What follows belongs to an exercise in optimizing a design on an open flow for small area and few clock cycles per item; a production flow would make more cautious choices.

==> inputs of 07-19 <==
==> flow/design.v <==
module ascon_enc(
	input [127:0] i_data,
	input [127:0] i_n,
	input [127:0] i_k,
	input clk,
	input i_rst,
	input i_start,
	input [15:0] i_a_len,
	input [15:0] i_m_len,
	output reg o_nxt_data,
	output reg o_c,
	output reg [127:0] o_data,
	output reg o_fin
	);
	localparam [63:0] IV = 64'h80800c0800000000;
	localparam [2:0] M_IDLE  = 3'd0;
	localparam [2:0] M_INIT  = 3'd1;
	localparam [2:0] M_AD    = 3'd2;
	localparam [2:0] M_PT    = 3'd3;
	localparam [2:0] M_FINAL = 3'd4;
	reg [2:0] mode, mode_nxt;
	reg [2:0] ph, ph_nxt;            
	reg [319:0] s;                   
	reg [127:0] key;
	reg [15:0] cnt, cnt_nxt;         
	reg [15:0] mlen;
	reg absorb;                      
	wire idle = (mode == M_IDLE);
	wire cnt_one = (cnt == 16'd1);
	wire cnt_two = (cnt == 16'd2);
	reg key_in, key_out, dom_sep;
	always @(*) begin
		mode_nxt = mode;
		ph_nxt = ph;
		cnt_nxt = cnt;
		key_in = 1'b0;
		key_out = 1'b0;
		dom_sep = 1'b0;
		o_nxt_data = 1'b0;
		o_c = 1'b0;
		o_fin = 1'b0;
		case (mode)
			M_IDLE: begin
				ph_nxt = 3'd0;
				if (i_start) begin
					mode_nxt = M_INIT;
					ph_nxt = 3'd1;
				end
			end
			M_INIT: begin
				ph_nxt = ph + 3'd1;
				if (ph == 3'd4) o_nxt_data = 1'b1;
				if (ph == 3'd5) begin
					key_out = 1'b1;
					mode_nxt = M_AD;
					ph_nxt = 3'd2;
				end
			end
			M_AD: begin
				ph_nxt = ph + 3'd1;
				if (ph == 3'd4) o_nxt_data = 1'b1;
				if (ph == 3'd5) begin
					ph_nxt = 3'd2;
					if (cnt_one) begin
						dom_sep = 1'b1;
						mode_nxt = M_PT;
						cnt_nxt = mlen;
					end else begin
						cnt_nxt = cnt - 16'd1;
					end
				end
			end
			M_PT: begin
				ph_nxt = ph + 3'd1;
				if (ph == 3'd2) o_c = 1'b1;
				if (ph == 3'd4) o_nxt_data = 1'b1;
				if (ph == 3'd5) begin
					cnt_nxt = cnt - 16'd1;
					if (cnt_two) begin
						key_in = 1'b1;
						mode_nxt = M_FINAL;
						ph_nxt = 3'd0;
					end else begin
						ph_nxt = 3'd2;
					end
				end
			end
			M_FINAL: begin
				ph_nxt = ph + 3'd1;
				if (ph == 3'd0) o_c = 1'b1;
				if (ph == 3'd5) begin
					key_out = 1'b1;
					o_fin = 1'b1;
					mode_nxt = M_IDLE;
					ph_nxt = 3'd0;
				end
			end
			default: begin
				mode_nxt = M_IDLE;
				ph_nxt = 3'd0;
			end
		endcase
	end
	wire [319:0] p_out;
	wire [319:0] p_in = idle ? {IV, i_k, i_n} : s;
	ascon_round2 perm (.i_s(p_in), .i_ph(ph), .o_s(p_out));
	wire [319:0] mask = {i_data & {128{absorb}},
		key & {128{key_in}}, 64'd0}
		^ {192'd0, key & {128{key_out}}}
		^ {319'd0, dom_sep};
	wire [319:0] s_nxt = p_out ^ mask;
	always @(*) begin
		if (o_fin) o_data = s_nxt[127:0];
		else o_data = s[319:192];
	end
	always @(posedge clk) begin
		s <= s_nxt;
		if (idle) begin
			key <= i_k;
			mlen <= i_m_len;
		end
		cnt <= idle ? i_a_len : cnt_nxt;
	end
	always @(posedge clk or negedge i_rst) begin
		if (~i_rst) begin
			mode <= M_IDLE;
			ph <= 3'd0;
			absorb <= 1'b0;
		end else begin
			mode <= mode_nxt;
			ph <= ph_nxt;
			absorb <= o_nxt_data;
		end
	end
endmodule
module ascon_round2(
	input [319:0] i_s,
	input [2:0] i_ph,
	output [319:0] o_s
	);
	reg [15:0] rc;
	always @(*) begin
		case (i_ph)
			3'd0: rc = 16'hf0e1;
			3'd1: rc = 16'hd2c3;
			3'd2: rc = 16'hb4a5;
			3'd3: rc = 16'h9687;
			3'd4: rc = 16'h7869;
			default: rc = 16'h5a4b;
		endcase
	end
	wire [319:0] s1;
	ascon_round r0 (.i_s(i_s), .i_c(rc[15:8]), .o_s(s1));
	ascon_round r1 (.i_s(s1),  .i_c(rc[7:0]),  .o_s(o_s));
endmodule
module ascon_round(
	input [319:0] i_s,
	input [7:0] i_c,
	output [319:0] o_s
	);
	wire [63:0] x0 = i_s[319:256];
	wire [63:0] x1 = i_s[255:192];
	wire [63:0] x2 = i_s[191:128] ^ {56'd0, i_c};
	wire [63:0] x3 = i_s[127:64];
	wire [63:0] x4 = i_s[63:0];
	wire [63:0] a0 = x0 ^ x4;
	wire [63:0] a2 = x2 ^ x1;
	wire [63:0] a4 = x4 ^ x3;
	wire [63:0] b0 = a0 ^ (~x1 & a2);
	wire [63:0] b1 = x1 ^ (~a2 & x3);
	wire [63:0] b2 = a2 ^ (~x3 & a4);
	wire [63:0] b3 = x3 ^ (~a4 & a0);
	wire [63:0] b4 = a4 ^ (~a0 & x1);
	wire [63:0] t0 = b0 ^ b4;
	wire [63:0] t1 = b1 ^ b0;
	wire [63:0] t2 = ~b2;
	wire [63:0] t3 = b3 ^ b2;
	wire [63:0] t4 = b4;
	assign o_s[319:256] = t0 ^ {t0[18:0], t0[63:19]} ^ {t0[27:0], t0[63:28]};
	assign o_s[255:192] = t1 ^ {t1[60:0], t1[63:61]} ^ {t1[38:0], t1[63:39]};
	assign o_s[191:128] = t2 ^ {t2[ 1:0], t2[63: 1]} ^ {t2[ 5:0], t2[63: 6]};
	assign o_s[127:64]  = t3 ^ {t3[ 9:0], t3[63:10]} ^ {t3[16:0], t3[63:17]};
	assign o_s[63:0]    = t4 ^ {t4[ 6:0], t4[63: 7]} ^ {t4[40:0], t4[63:41]};
endmodule
==> flow/flow/run.sh <==
#!/bin/bash
# Standard ORFS layout (standard.sh), except that synthesis maps cells with an
# area-oriented ABC script and without full-adder extraction, and the port
# buffers are the smallest buffer cell.
set -euo pipefail
here=$(pwd)
sed -e "s#SYNTH_SCRIPT=[^ ]*#SYNTH_SCRIPT=$here/flow/synth_area.tcl ADDER_MAP_FILE= 'BUFFER_PORTS_ARGS=-buffer_cell sky130_fd_sc_hd__buf_1'#" standard.sh > flow_standard.sh
bash flow_standard.sh > flow_make.log 2>&1
==> flow/flow/abc_nf.script <==
strash
&get -n
&st
&dch
&nf -R 1000
&put
==> flow/flow/synth_area.tcl <==
# The standard synthesis (synth_recipe.tcl), with ABC's cell mapping done by
# an area-oriented script (abc_nf.script) instead of ORFS's speed script.
set ::area_abc_script [file join [file dirname [file normalize [info script]]] abc_nf.script]
proc abc {args} {
  set i [lsearch -exact $args -script]
  if { $i >= 0 } { lset args [expr { $i + 1 }] $::area_abc_script }
  set i [lsearch -exact $args -D]
  if { $i >= 0 } { lset args [expr { $i + 1 }] 10000 }
  yosys abc {*}$args
}
source [file join [file dirname [file dirname [file normalize [info script]]]] synth_recipe.tcl]
==> flow/standard.sh <==
#!/bin/bash
# synth_recipe.tcl (not shown) runs the flow's synth.tcl, then flattens the netlist and writes it again
# the make line also repeats each setting of config.mk as NAME=value (left out here)
make -C /OpenROAD-flow-scripts/flow DESIGN_CONFIG=/design/flow/config.mk WORK_HOME=/design/flow/orfs CLKGATE_MAP_FILE= SYNTH_SCRIPT=/design/flow/synth_recipe.tcl "${@:-finish}"
==> flow/config.mk <==
export PLATFORM = sky130hd
export DESIGN_NAME = ascon_enc
export DESIGN_NICKNAME = ascon_enc
export VERILOG_FILES = /design/flow/design.v
export SDC_FILE = /design/flow/constraint.sdc
export NUM_CORES = 4
export LEC_CHECK = 0
export CAP_MARGIN = 25
export CORE_MARGIN = 2
export CORE_UTILIZATION = 55
export GPL_TIMING_DRIVEN = 0
export SLEW_MARGIN = 25
==> flow/constraint.sdc <==
create_clock -name core_clock -period 10.0 [get_ports {clk}]
set_input_delay 2.0000 -clock core_clock [delete_from_list [all_inputs] [get_ports {clk}]]
set_output_delay 2.0000 -clock core_clock [all_outputs]
set_load 0.01 [all_outputs]
==> inputs of 02-13, as changes to 07-19 <==
==> flow/design.v (replaced) <==
module ascon_enc(
	input [127:0] i_data,
	input [127:0] i_n,
	input [127:0] i_k,
	input clk,
	input i_rst,
	input i_start,
	input [15:0] i_a_len,
	input [15:0] i_m_len,
	output reg o_nxt_data,
	output reg o_c,
	output reg [127:0] o_data,
	output reg o_fin
	);
	localparam [63:0] IV = 64'h80800c0800000000;
	localparam [2:0] M_IDLE  = 3'd0;
	localparam [2:0] M_INIT  = 3'd1;
	localparam [2:0] M_AD    = 3'd2;
	localparam [2:0] M_PT    = 3'd3;
	localparam [2:0] M_FINAL = 3'd4;
	localparam [2:0] M_FIN   = 3'd5;
	reg [2:0] mode, mode_nxt;
	reg [1:0] grp, grp_nxt;          
	reg [319:0] s;                   
	reg [127:0] key;
	reg [127:0] blk;                 
	reg [15:0] cnt, cnt_nxt;         
	reg [15:0] mlen;
	reg idle;        
	reg key_in;      
	reg key_out;     
	reg dom_sep;     
	wire cnt_one = (cnt == 16'd1);
	wire cnt_two = (cnt == 16'd2);
	always @(*) begin
		mode_nxt = mode;
		grp_nxt = grp;
		cnt_nxt = cnt;
		o_nxt_data = 1'b0;
		o_c = 1'b0;
		o_fin = 1'b0;
		case (mode)
			M_IDLE: begin
				grp_nxt = 2'd0;
				if (i_start) begin
					mode_nxt = M_INIT;
				end
			end
			M_INIT: begin
				if (grp == 2'd0) begin
					grp_nxt = 2'd1;
				end else if (grp == 2'd1) begin
					o_nxt_data = 1'b1;
					grp_nxt = 2'd2;
				end else begin
					mode_nxt = M_AD;
					grp_nxt = 2'd1;
				end
			end
			M_AD: begin
				if (grp == 2'd1) begin
					o_nxt_data = 1'b1;
					grp_nxt = 2'd2;
				end else begin
					grp_nxt = 2'd1;
					if (cnt_one) begin
						mode_nxt = M_PT;
						cnt_nxt = mlen;
					end else begin
						cnt_nxt = cnt - 16'd1;
					end
				end
			end
			M_PT: begin
				if (grp == 2'd1) begin
					o_c = 1'b1;
					o_nxt_data = 1'b1;
					grp_nxt = 2'd2;
				end else begin
					cnt_nxt = cnt - 16'd1;
					if (cnt_two) begin
							mode_nxt = M_FINAL;
						grp_nxt = 2'd0;
					end else begin
						grp_nxt = 2'd1;
					end
				end
			end
			M_FINAL: begin
				if (grp == 2'd0) begin
					o_c = 1'b1;
					grp_nxt = 2'd1;
				end else if (grp == 2'd1) begin
					grp_nxt = 2'd2;
				end else begin
					mode_nxt = M_FIN;
					grp_nxt = 2'd0;
				end
			end
			M_FIN: begin
				o_fin = 1'b1;
				mode_nxt = M_IDLE;
				grp_nxt = 2'd0;
			end
			default: begin
				mode_nxt = M_IDLE;
				grp_nxt = 2'd0;
			end
		endcase
	end
	wire [319:0] p_in = {s[319:192] ^ blk, s[191:0]};
	wire absorb_nxt = (mode == M_INIT || mode == M_AD || mode == M_PT) && grp == 2'd2;
	wire [319:0] p_out;
	ascon_round4 perm (.i_s(p_in), .i_grp(grp), .o_s(p_out));
	always @(*) begin
		if (o_fin) o_data = s[127:0];
		else o_data = p_in[319:192];
	end
	wire [319:0] kmask = {128'd0,
		key & {128{key_in}}, 64'd0} ^ {192'd0, key & {128{key_out}}};
	always @(posedge clk) begin
		if (idle) s <= {IV, i_k, i_n};
		else s <= p_out ^ kmask ^ {319'd0, dom_sep};
		blk <= i_data & {128{absorb_nxt}};
		if (idle) begin
			key <= i_k;
			mlen <= i_m_len;
		end
		cnt <= idle ? i_a_len : cnt_nxt;
	end
	always @(posedge clk or negedge i_rst) begin
		if (~i_rst) begin
			mode <= M_IDLE;
			grp <= 2'd0;
			idle <= 1'b1;
			key_in <= 1'b0;
			key_out <= 1'b0;
			dom_sep <= 1'b0;
		end else begin
			mode <= mode_nxt;
			grp <= grp_nxt;
			idle <= (mode_nxt == M_IDLE);
			key_in <= (mode == M_PT) && grp == 2'd1 && cnt_two;
			key_out <= (mode == M_INIT || mode == M_FINAL) && grp == 2'd1;
			dom_sep <= (mode == M_AD) && grp == 2'd1 && cnt_one;
		end
	end
endmodule
module ascon_round4(
	input [319:0] i_s,
	input [1:0] i_grp,
	output [319:0] o_s
	);
	reg [31:0] rc;
	always @(*) begin
		case (i_grp)
			2'd0: rc = 32'hf0e1d2c3;
			2'd1: rc = 32'hb4a59687;
			default: rc = 32'h78695a4b;
		endcase
	end
	wire [319:0] s1, s2, s3;
	ascon_round r0 (.i_s(i_s), .i_c(rc[31:24]), .o_s(s1));
	ascon_round r1 (.i_s(s1),  .i_c(rc[23:16]), .o_s(s2));
	ascon_round r2 (.i_s(s2),  .i_c(rc[15:8]),  .o_s(s3));
	ascon_round r3 (.i_s(s3),  .i_c(rc[7:0]),   .o_s(o_s));
endmodule
module ascon_round(
	input [319:0] i_s,
	input [7:0] i_c,
	output [319:0] o_s
	);
	wire [63:0] x0 = i_s[319:256];
	wire [63:0] x1 = i_s[255:192];
	wire [63:0] x2 = i_s[191:128] ^ {56'd0, i_c};
	wire [63:0] x3 = i_s[127:64];
	wire [63:0] x4 = i_s[63:0];
	wire [63:0] a0 = x0 ^ x4;
	wire [63:0] a2 = x2 ^ x1;
	wire [63:0] a4 = x4 ^ x3;
	wire [63:0] b0 = a0 ^ (~x1 & a2);
	wire [63:0] b1 = x1 ^ (~a2 & x3);
	wire [63:0] b2 = a2 ^ (~x3 & a4);
	wire [63:0] b3 = x3 ^ (~a4 & a0);
	wire [63:0] b4 = a4 ^ (~a0 & x1);
	wire [63:0] t0 = b0 ^ b4;
	wire [63:0] t1 = b1 ^ b0;
	wire [63:0] t2 = ~b2;
	wire [63:0] t3 = b3 ^ b2;
	wire [63:0] t4 = b4;
	assign o_s[319:256] = t0 ^ {t0[18:0], t0[63:19]} ^ {t0[27:0], t0[63:28]};
	assign o_s[255:192] = t1 ^ {t1[60:0], t1[63:61]} ^ {t1[38:0], t1[63:39]};
	assign o_s[191:128] = t2 ^ {t2[ 1:0], t2[63: 1]} ^ {t2[ 5:0], t2[63: 6]};
	assign o_s[127:64]  = t3 ^ {t3[ 9:0], t3[63:10]} ^ {t3[16:0], t3[63:17]};
	assign o_s[63:0]    = t4 ^ {t4[ 6:0], t4[63: 7]} ^ {t4[40:0], t4[63:41]};
endmodule
==> flow/flow/run.sh (replaced) <==
#!/bin/bash
# Standard ORFS layout (standard.sh), except that synthesis maps cells with an
# area-oriented ABC script and without full-adder extraction.
set -euo pipefail
here=$(pwd)
sed -e "s#SYNTH_SCRIPT=[^ ]*#SYNTH_SCRIPT=$here/flow/synth_area.tcl ADDER_MAP_FILE=#" standard.sh > flow_standard.sh
bash flow_standard.sh > flow_make.log 2>&1
- CAP_MARGIN: 25 -> 20
- CORE_UTILIZATION: 55 -> 50
- SLEW_MARGIN: 25 -> 20
==> qor summary <==
quantity                                                                              02-13            07-19
Simple logic cell fraction of the synthesized area                                    11.9%            9.59%
Share of Yosys cell area claimed by the top area cell type                            42.3%            36.1%
Number of synthesized register bits                                                     617              487
Synth unique cells                                                                       33               37
Detailed Place HPWL                                                               442000 um        221000 um
Post-synthesis instance area                                                    74600 sq um      46100 sq um
Adder and majority cell fraction of the synthesized area                             0.523%           0.174%
Routability congestion estimate                                                        1.33             1.20
Clock sinks                                                                             617              487
Total nets after synthesis                                                             9292             5465
Run status                                                           stopped before the end  failed layout checks
Failing step                                                       global routing (5_1_grt)                -
Violated checks                                                                           -     setup timing
Die height                                                                           390 um           293 um
Share of the synthesized netlist area taken by xor and xnor gates                     61.4%            51.9%
Placed Instance Area                                                            87200 sq um      52400 sq um
Seq/Total Area, Yosys                                                                 18.8%            24.7%
Placement Setup Slack                                                              -1920 ps         -1080 ps
Placement Rows                                                                          141              106
Post-synthesis instance total                                                          8873             5046
Function was not checked in any run of this note: the RTL went through the layout flow alone.

==> port drivers added, routing unchanged <==
Ports are ideal in the flow. The routed layout listed here was re-timed in OpenROAD. Step 1: set_driving_cell puts a clkbuf_16 on clk and a buf_2 on each other input, an assumption about the parent block. Step 2, shift: input delay + t, output delay - t, t = (earliest + latest rising clock arrival at the registers) / 2. This alone moves slack from input paths to output paths. Three values: ideal ports, drivers, drivers and shift; two values: the first two.
run: 07-19
t (ns): 0.738
setup slack, ns: -0.223 / -0.300 / 0.350
latest minus earliest clock arrival (ns): 0.054 / 0.054
worst slew at a driven data input, ns: 0.12
cell pins on the clock port's net: 1
For 07-19, drivers alone change the setup slack by -0.077 ns; drivers and shift together by +0.573 ns.
